From an optimization exercise on the open Yosys and OpenROAD flow, aimed at a short achievable clock period and few clock cycles; shortcuts taken in it are not production practice.
The RTL was checked by simulation tests, not by an equivalence proof against the original design.
Power and IR drop assume default switching activity.

// cpu_stream
module cpu_stream (
    input             clk,
    input             rst,
    output     [31:0] imem_addr,
    input      [31:0] imem_rdata,
    output     [31:0] dmem_addr,
    output     [31:0] dmem_wdata,
    output            dmem_we,
    input      [31:0] dmem_rdata,
    output reg        halted
);
    reg  [31:0] pc;                          
    reg         d_valid, d_pred, d_take;
    reg  [31:0] d_instr, d_pc4, d_target;
    reg  [31:1] d_rs_oh, d_rt_oh;            
    reg         e_mis_eq, e_mis_ne;
    reg         e_valid, e_rw, e_load, e_store, e_br, e_bne, e_jr, e_pred, e_stop;
    reg  [4:0]  e_wa;
    reg  [31:0] e_a, e_b, e_s, e_alt;
    reg         e_fs_late;
    reg         e_add, e_sub, e_and, e_or, e_xor, e_nor, e_slt, e_sltu;
    reg         e_sll, e_srl, e_arith, e_lui, e_passb, e_ones;
    reg         m_valid, m_rw, m_load, m_we;
    reg  [4:0]  m_wa;
    reg  [31:0] m_sum, m_oth, m_sdata;
    reg         m_cmp;
    reg         m_grp_s, m_grp_c;            
    reg         e_grp_s, e_grp_c;
    reg         e_fa_s, e_fa_c, e_fa_o, e_fb_s, e_fb_c, e_fb_o, e_fs_s, e_fs_c, e_fs_o;
    reg         e_bx_sp, e_bx_sn, e_bx_cp, e_bx_cn, e_bx_op, e_bx_on, e_bx_r;
    reg  [31:0] e_bx;
    reg         w_rw;
    reg  [4:0]  w_wa;
    reg  [31:1] w_sel;                       
    reg  [31:0] w_data;
    integer     k;
    reg         stopping;                    
    reg  [31:0] ras0, ras1, ras2, ras3;      
  ...
Size in the first run: about 10,000 cells after synthesis, about 1,700 flip-flops, about 160 I/O pins, ~0.090 mm^2 of cells after synthesis.
clock: 7.0 ns
lec_check: 0
abc_area: 0
cap_margin: 30
cell_pad_in_sites_detail_placement: 1
cell_pad_in_sites_global_placement: 1
core_margin: 2
core_utilization: 35
place_density: 0.5
setup_slack_margin: 4.0
slew_margin: 30
tns_end_percent: 100
run.sh (not shown) runs the stock make flow with config.mk's settings and CLKGATE_MAP_FILE= SYNTH_SCRIPT=/design/flow/synth_recipe.tcl, a recipe that flattens the netlist after the stock synthesis.
Testbench counts at the start, summed over its fixed seeds: cycles 19,214.
Next try:
- CORE_UTILIZATION: 35 -> 30
- PLACE_DENSITY: 0.5 -> 0.45
- SETUP_SLACK_MARGIN: 4.0 -> 3.6
The changed run went through all stages and came out clean.
Critical path depth increases by 9.
Non-clock buffer count went down by 369.
Global-route usage is lower by 5.6 points.
Die area rises by 17%.
Synthesized cell count stays the same.
Cell count rose by 1.4%.
Final area goes down by 6.1%.
Routed wire length shrinks by 0.92%.
Sequential share of layout area grows by 2.0 points.

---

Setup of the previous run:
cpu_stream again, from the RTL that the note above started with.
Design cpu_stream, start of the top module:
module cpu_stream (
    input             clk,
    input             rst,
    output     [31:0] imem_addr,
    input      [31:0] imem_rdata,
    output     [31:0] dmem_addr,
    output     [31:0] dmem_wdata,
    output            dmem_we,
    input      [31:0] dmem_rdata,
    output reg        halted
);
    reg  [31:0] pc;                          
    reg         d_valid, d_pred, d_take;
    reg  [31:0] d_instr, d_pc4, d_target;
    reg  [31:1] d_rs_oh, d_rt_oh;            
    reg         e_mis_eq, e_mis_ne;
    reg         e_valid, e_rw, e_load, e_store, e_br, e_bne, e_jr, e_pred, e_stop;
    reg  [4:0]  e_wa;
    reg  [31:0] e_a, e_b, e_s, e_alt;
    reg         e_fs_late;
    reg         e_add, e_sub, e_and, e_or, e_xor, e_nor, e_slt, e_sltu;
    reg         e_sll, e_srl, e_arith, e_lui, e_passb, e_ones;
    reg         m_valid, m_rw, m_load, m_we;
    reg  [4:0]  m_wa;
    reg  [31:0] m_sum, m_oth, m_sdata;
    reg         m_cmp;
    reg         m_grp_s, m_grp_c;            
    reg         e_grp_s, e_grp_c;
    reg         e_fa_s, e_fa_c, e_fa_o, e_fb_s, e_fb_c, e_fb_o, e_fs_s, e_fs_c, e_fs_o;
    reg         e_bx_sp, e_bx_sn, e_bx_cp, e_bx_cn, e_bx_op, e_bx_on, e_bx_r;
    reg  [31:0] e_bx;
    reg         w_rw;
    reg  [4:0]  w_wa;
    reg  [31:1] w_sel;                       
    reg  [31:0] w_data;
    integer     k;
    reg         stopping;                    
    reg  [31:0] ras0, ras1, ras2, ras3;      
    wire [31:0] f_addr = d_take ? d_target : pc;
    assign imem_addr = f_addr;
    wire [31:0] pc_p4  = pc + 32'd4;
  ...
clock: 7.0 ns
lec_check: 0
abc_area: 0
cap_margin: 30
core_margin: 2
core_utilization: 35
place_density: 0.5
setup_slack_margin: 4.0
slew_margin: 30
tns_end_percent: 100
The final layout from the previous run, which completed every stage, passed the timing, design-rule and antenna checks at the end of the flow.
Testbench counts of the previous run, summed over its fixed seeds: cycles 19,214.
Changes in the current run relative to the previous run:
-- flow/config.mk --
<<< the previous run, line 12
export PLACE_DENSITY = 0.5
export SETUP_SLACK_MARGIN = 4.0
export SLEW_MARGIN = 30
>>> the current run, line 12
export PLACE_DENSITY = 0.5
export SETUP_SLACK_MARGIN = 3.6
export SLEW_MARGIN = 30
### Flow results
NOTE: first-iteration DRC count in the current run exceeds that of the previous run. Going from the previous run to the current run, overall routing resource usage shrinks by 1.6 points. Pin count of the biggest net entering global routing ends up lower on the current run. The current run vs the previous run — total power dropped about 0.9%. Fraction of area in non-clock buffers in the current run is 4.1 points lower than in the previous run. The run with more routed wire is the previous run, not the current run. ~same power attributed to sequential cells in the current run and the previous run. Delta(post-route cell area, the current run - the previous run) < 0. Compared with the previous run, in the current run number of sequential cells in the layout neither gained nor lost much; detailed-router iteration count before antenna repair shows an increase of 5.

==> port drivers added, routing unchanged <==
The flow's constraints put no driver on any port. The routed layouts listed below were extracted and timed again, unchanged, in two steps. Step 1 (the two cells are an assumption about what drives the block):
set clk [get_ports {clk}]
set_driving_cell -lib_cell sky130_fd_sc_hd__clkbuf_16 $clk
set_driving_cell -lib_cell sky130_fd_sc_hd__buf_2 [delete_from_list [all_inputs] $clk]
Step 2 also shifts input and output timing later by t, the mid clock arrival at the registers, as if the neighbouring blocks saw the same clock. a / b / c = ideal / step 1 / step 2; a / b = the first two.
run	t, ns	setup slack, ns	worst setup path at the end
the first run of note 1	0.970	3.429 / 3.335 / 2.800	input to register
the second run of note 1	0.989	3.126 / 3.126 / 2.668	input to register
the previous run	0.986	3.384 / 3.301 / 2.836	input to register
the current run	0.990	3.421 / 3.316 / 2.699	input to register
After both steps setup and hold are still met in every run listed. For the current run, which loses most, drivers alone change the setup slack by -0.105 ns; drivers and shift together by -0.722 ns.
